This is an optimization exercise on Yosys and OpenROAD, whose aim is small area and a short achievable clock period, not a production implementation.
Function was checked by simulation only, so behaviour that the tests miss may differ from the original.
Power figures rest on the tool's default switching activity, not on a simulated workload.

==> flow/design.v <==
module SPI_Slave(MOSI, MISO, SS_n, clk, rst_n, rx_data, rx_valid, tx_data, tx_valid);
	input MOSI, SS_n, clk, rst_n, tx_valid;
	input [7:0] tx_data;
	output reg rx_valid, MISO;
	output [9:0] rx_data;
	reg [3:0] st;
	reg [9:0] temp;
	reg [2:0] counter2;
	reg tx_busy;
	assign rx_data = temp;
	always @(posedge clk)
		if (~SS_n && (st >= 4'd2) && (st <= 4'd11))
			temp <= {temp[8:0], MOSI};
	always @(posedge clk or negedge rst_n) begin
		if (~rst_n) begin
			st <= 4'd0;
			rx_valid <= 1'b0;
		end
		else begin
			rx_valid <= ~SS_n && (st == 4'd11);
			if (SS_n)
				st <= 4'd0;
			else if (st != 4'd12)
				st <= st + 4'd1;
		end
	end
	always @(posedge clk or negedge rst_n) begin
		if (~rst_n) begin
			MISO <= 1'b0;
			counter2 <= 3'd7;
			tx_busy <= 1'b0;
		end
		else if (tx_valid) begin
			counter2 <= 3'd7;
			tx_busy <= 1'b1;
			MISO <= 1'b0;
		end
		else if (tx_busy) begin
			MISO <= tx_data[counter2];
			counter2 <= counter2 - 3'd1;
			if (counter2 == 3'd0)
				tx_busy <= 1'b0;
		end
		else
			MISO <= 1'b0;
	end
endmodule
module RAM(clk, rst_n, din, rx_valid, dout, tx_valid);
	parameter MEM_DEPTH = 256;
	parameter ADDR_SIZE = 8;
	input clk, rst_n, rx_valid;
	input [9:0] din;
	output tx_valid;
	output [7:0] dout;
	reg [2047:0] ring;           
	reg [3:0] ph;
	reg [7:0] mem0;
	reg [7:0] wr_add;            
	reg wr_zero;                 
	reg wa_wait;                 
	reg [7:0] rd_add;
	reg rd_zero;                 
	reg pend;
	reg [7:0] pdata;
	reg [7:0] rb;
	reg fwd;
	wire do_wa = rx_valid && (din[9:8] == 2'b00);
	wire do_wr = rx_valid && (din[9:8] == 2'b01);
	wire do_ra = rx_valid && (din[9:8] == 2'b10);
	assign tx_valid = rx_valid && (din[9:8] == 2'b11);
	assign dout = rd_zero ? mem0 : (fwd ? pdata : rb);
	reg land;
	reg [3:0] land_hi;
	reg [3:0] wa_lo;
	wire busy = pend && !land;
	wire wr_is0 = wr_zero || (wr_add == 8'd0);
	wire do_wr0 = do_wr && wr_is0;
	wire do_wrr = do_wr && !wr_is0;
	wire [7:0] wr_add_nx = ((do_wa && !busy) || (wa_wait && land)) ? din[7:0] : wr_add;
	wire pend_nx = do_wrr || busy;
	wire land_nx = pend_nx && (wr_add[3:0] == ph - 4'd1);
	wire [7:0] rd_add_nx = do_ra ? din[7:0] : rd_add;
	reg refr;
	reg [7:0] ra_hi;
	reg [3:0] ra_lo;
	integer g, s;
	reg [7:0] tap;
	always @(*) begin
		tap = 8'd0;
		for (g = 0; g < 16; g = g + 1)
			for (s = 0; s < 2; s = s + 1)
				tap = tap | (ring[(g*16+s*8)*8 +: 8] & {8{ra_hi[g/2] & ra_lo[(g%2)*2+s]}});
	end
	always @(posedge clk) begin
		for (g = 0; g < 16; g = g + 1) begin
			for (s = 15; s > 0; s = s - 1)
				ring[(g*16+s)*8 +: 8] <= ring[(g*16+s-1)*8 +: 8];
			if (land_hi[g/4] && wa_lo[g%4])
				ring[(g*16)*8 +: 8] <= pdata;
			else
				ring[(g*16)*8 +: 8] <= ring[(g*16+15)*8 +: 8];
		end
	end
	always @(posedge clk) begin
		ph <= ph - 4'd1;
		land <= land_nx;
		land_hi <= {4{land_nx}} & (4'd1 << wr_add[7:6]);
		wa_lo <= 4'd1 << wr_add[5:4];
		pend <= pend_nx;
		if (do_wrr)
			pdata <= din[7:0];
		if (do_wr0)
			mem0 <= din[7:0];
		wr_add <= wr_add_nx;
		refr <= (rd_add_nx[2:0] == ph[2:0]);
		ra_hi <= 8'd1 << rd_add_nx[7:5];
		ra_lo <= 4'd1 << {rd_add_nx[4], rd_add_nx[3] ^ ph[3]};
		if (refr)
			rb <= tap;
		fwd <= (pend_nx && (wr_add == rd_add_nx)) || (fwd && !refr && !do_ra);
	end
	always @(posedge clk or negedge rst_n) begin
		if (~rst_n) begin
			wr_zero <= 1'b1;
			wa_wait <= 1'b0;
			rd_add <= {ADDR_SIZE{1'b0}};
			rd_zero <= 1'b1;
		end
		else begin
			if (do_wa)
				wr_zero <= 1'b0;
			if (do_wa && busy)
				wa_wait <= 1'b1;
			else if (land)
				wa_wait <= 1'b0;
			if (do_ra) begin
				rd_add <= din[7:0];
				rd_zero <= (din[7:0] == 8'd0);
			end
		end
	end
endmodule
module SPI_Wrapper(clk, rst_n, MOSI, MISO, SS_n);
	input clk, rst_n, MOSI, SS_n;
	output  MISO;
	wire [9:0] data_from_SPI_to_RAM;
	wire [7:0] data_from_RAM_to_SPI;
	wire data_from_SPI_to_RAM_valid, data_from_RAM_to_SPI_valid;
	SPI_Slave SPI (
		.MOSI(MOSI),
		.MISO(MISO),
		.SS_n(SS_n),
		.clk(clk),
		.rst_n(rst_n),
		.rx_data(data_from_SPI_to_RAM),
		.rx_valid(data_from_SPI_to_RAM_valid),
		.tx_data(data_from_RAM_to_SPI),
		.tx_valid(data_from_RAM_to_SPI_valid)
	);
	RAM RAM1 (
		.clk(clk),
		.rst_n(rst_n),
		.din(data_from_SPI_to_RAM),
		.rx_valid(data_from_SPI_to_RAM_valid),
		.dout(data_from_RAM_to_SPI),
		.tx_valid(data_from_RAM_to_SPI_valid)
	);
endmodule
==> flow/config.mk <==
export PLATFORM = sky130hd
export DESIGN_NAME = SPI_Wrapper
export DESIGN_NICKNAME = SPI_Wrapper
export VERILOG_FILES = /design/flow/design.v
export SDC_FILE = /design/flow/constraint.sdc
export NUM_CORES = 4
export LEC_CHECK = 0
export CAP_MARGIN = 20
export CORE_MARGIN = 2
export CORE_UTILIZATION = 65
export CTS_BUF_LIST = sky130_fd_sc_hd__clkbuf_16
export CTS_CLUSTER_DIAMETER = 100
export CTS_CLUSTER_SIZE = 30
export PLACE_DENSITY = 0.75
export SETUP_SLACK_MARGIN = 3.6
export SLEW_MARGIN = 20
==> flow/constraint.sdc <==
create_clock -name core_clock -period 6.0 [get_ports {clk}]
set_input_delay 1.2000 -clock core_clock [delete_from_list [all_inputs] [get_ports {clk}]]
set_output_delay 1.2000 -clock core_clock [all_outputs]
set_load 0.01 [all_outputs]
standard.sh (not shown) runs the stock make flow with config.mk's settings and CLKGATE_MAP_FILE= SYNTH_SCRIPT=/design/flow/synth_recipe.tcl, a recipe that flattens the netlist after the stock synthesis.
==> flow/flow/run.sh <==
#!/bin/bash
set -euo pipefail
export POST_DETAIL_PLACE_TCL="$(pwd)/flow/place_out_ff.tcl"
bash standard.sh > standard_sh.log 2>&1
==> flow/flow/place_out_ff.tcl <==
# Runs inside ORFS detailed placement (POST_DETAIL_PLACE_TCL), with the design loaded.
# For every output port: find the buffer driving it and the register driving that buffer,
# and place the register right next to the buffer; then legalise again.
set block [ord::get_db_block]
foreach bt [$block getBTerms] {
  if { [$bt getIoType] != "OUTPUT" } { continue }
  set net [$bt getNet]
  if { $net == "NULL" } { continue }
  set buf ""
  foreach it [$net getITerms] { if { [$it isOutputSignal] } { set buf [$it getInst] } }
  if { $buf == "" } { continue }
  set ff ""
  foreach it [$buf getITerms] {
    if { [$it isInputSignal] && [$it getNet] != "NULL" } {
      foreach d [[$it getNet] getITerms] {
                if { [$d isOutputSignal] } { set drv [$d getInst] }
      }
    }
  }
  if { [info exists drv] && [[$drv getMaster] isSequential] } { set ff $drv }
  if { $ff == "" } { continue }
  set loc [$buf getLocation]
  puts "place_out_ff: [$ff getName] -> next to [$buf getName] at $loc"
  $ff setLocation [lindex $loc 0] [lindex $loc 1]
  $ff setPlacementStatus PLACED
}
detailed_placement
optimize_mirroring
utl::info FLW 12 "Placement violations [check_placement -verbose]."
estimate_parasitics -placement
Edit:
--- a/flow/design.v
+++ b/flow/design.v
@@ -78,12 +78,13 @@
 	wire do_wrr = do_wr && !wr_is0;
 	wire [7:0] wr_add_nx = ((do_wa && !busy) || (wa_wait && land)) ? din[7:0] : wr_add;
 	wire pend_nx = do_wrr || busy;
 	wire land_nx = pend_nx && (wr_add[3:0] == ph - 4'd1);
 	wire [7:0] rd_add_nx = do_ra ? din[7:0] : rd_add;
 	reg refr;
+	wire refr_nx = (rd_add_nx[2:0] == ph[2:0]);
 	reg [7:0] ra_hi;
 	reg [3:0] ra_lo;
 	integer g, s;
 	reg [7:0] tap;
 	always @(*) begin
 		tap = 8'd0;
@@ -109,17 +110,16 @@
 		pend <= pend_nx;
 		if (do_wrr)
 			pdata <= din[7:0];
 		if (do_wr0)
 			mem0 <= din[7:0];
 		wr_add <= wr_add_nx;
-		refr <= (rd_add_nx[2:0] == ph[2:0]);
-		ra_hi <= 8'd1 << rd_add_nx[7:5];
+		refr <= refr_nx;
+		ra_hi <= {8{refr_nx}} & (8'd1 << rd_add_nx[7:5]);
 		ra_lo <= 4'd1 << {rd_add_nx[4], rd_add_nx[3] ^ ph[3]};
-		if (refr)
-			rb <= tap;
+		rb <= tap | (rb & {8{~refr}});
 		fwd <= (pend_nx && (wr_add == rd_add_nx)) || (fwd && !refr && !do_ra);
 	end
 	always @(posedge clk or negedge rst_n) begin
 		if (~rst_n) begin
 			wr_zero <= 1'b1;
 			wa_wait <= 1'b0;
The changed run completed with no timing, DRC or antenna violations.
Power decreases by 0.53%.
Register-to-register slack improved by 160 ps.
Sequential share of layout area hardly moves.
Clock-buffer cell count decreases by 3.
Wire length came out higher by 1.7%.
Sequential cell count stays the same.
Hold slack is about the same.
Setup slack barely changes.
Final area hardly moves.
Global-route usage grows by 0.22 points.
Sequential power is about the same.
Maximum frequency hardly moves.

==> re-timing with driven ports <==
How much do the figures lean on ideal ports? The routed layouts below were timed once more, with nothing changed but the port constraints.
Step 1, drivers: a clkbuf_16 drives clk and a buf_2 each remaining input, both assumed.
Step 2 also shifts input and output timing later by t, the mid clock arrival at the registers, as if the neighbouring blocks saw the same clock.
Slacks: ideal / step 1 / step 2; pairs: ideal / step 1.
run	shift t [ns]	slack for setup (ns)	worst setup path after step 2	slew at the worst register clock pin (ns)
the first run	0.718	3.629 / 3.565 / 3.231	input to register	0.11 / 0.11
the second run	0.726	3.627 / 3.559 / 3.248	input to register	0.11 / 0.11
After both steps setup and hold are still met in every run listed. The setup slack of the first run, which loses most, moves by -0.064 ns with the drivers and by -0.398 ns with both steps.
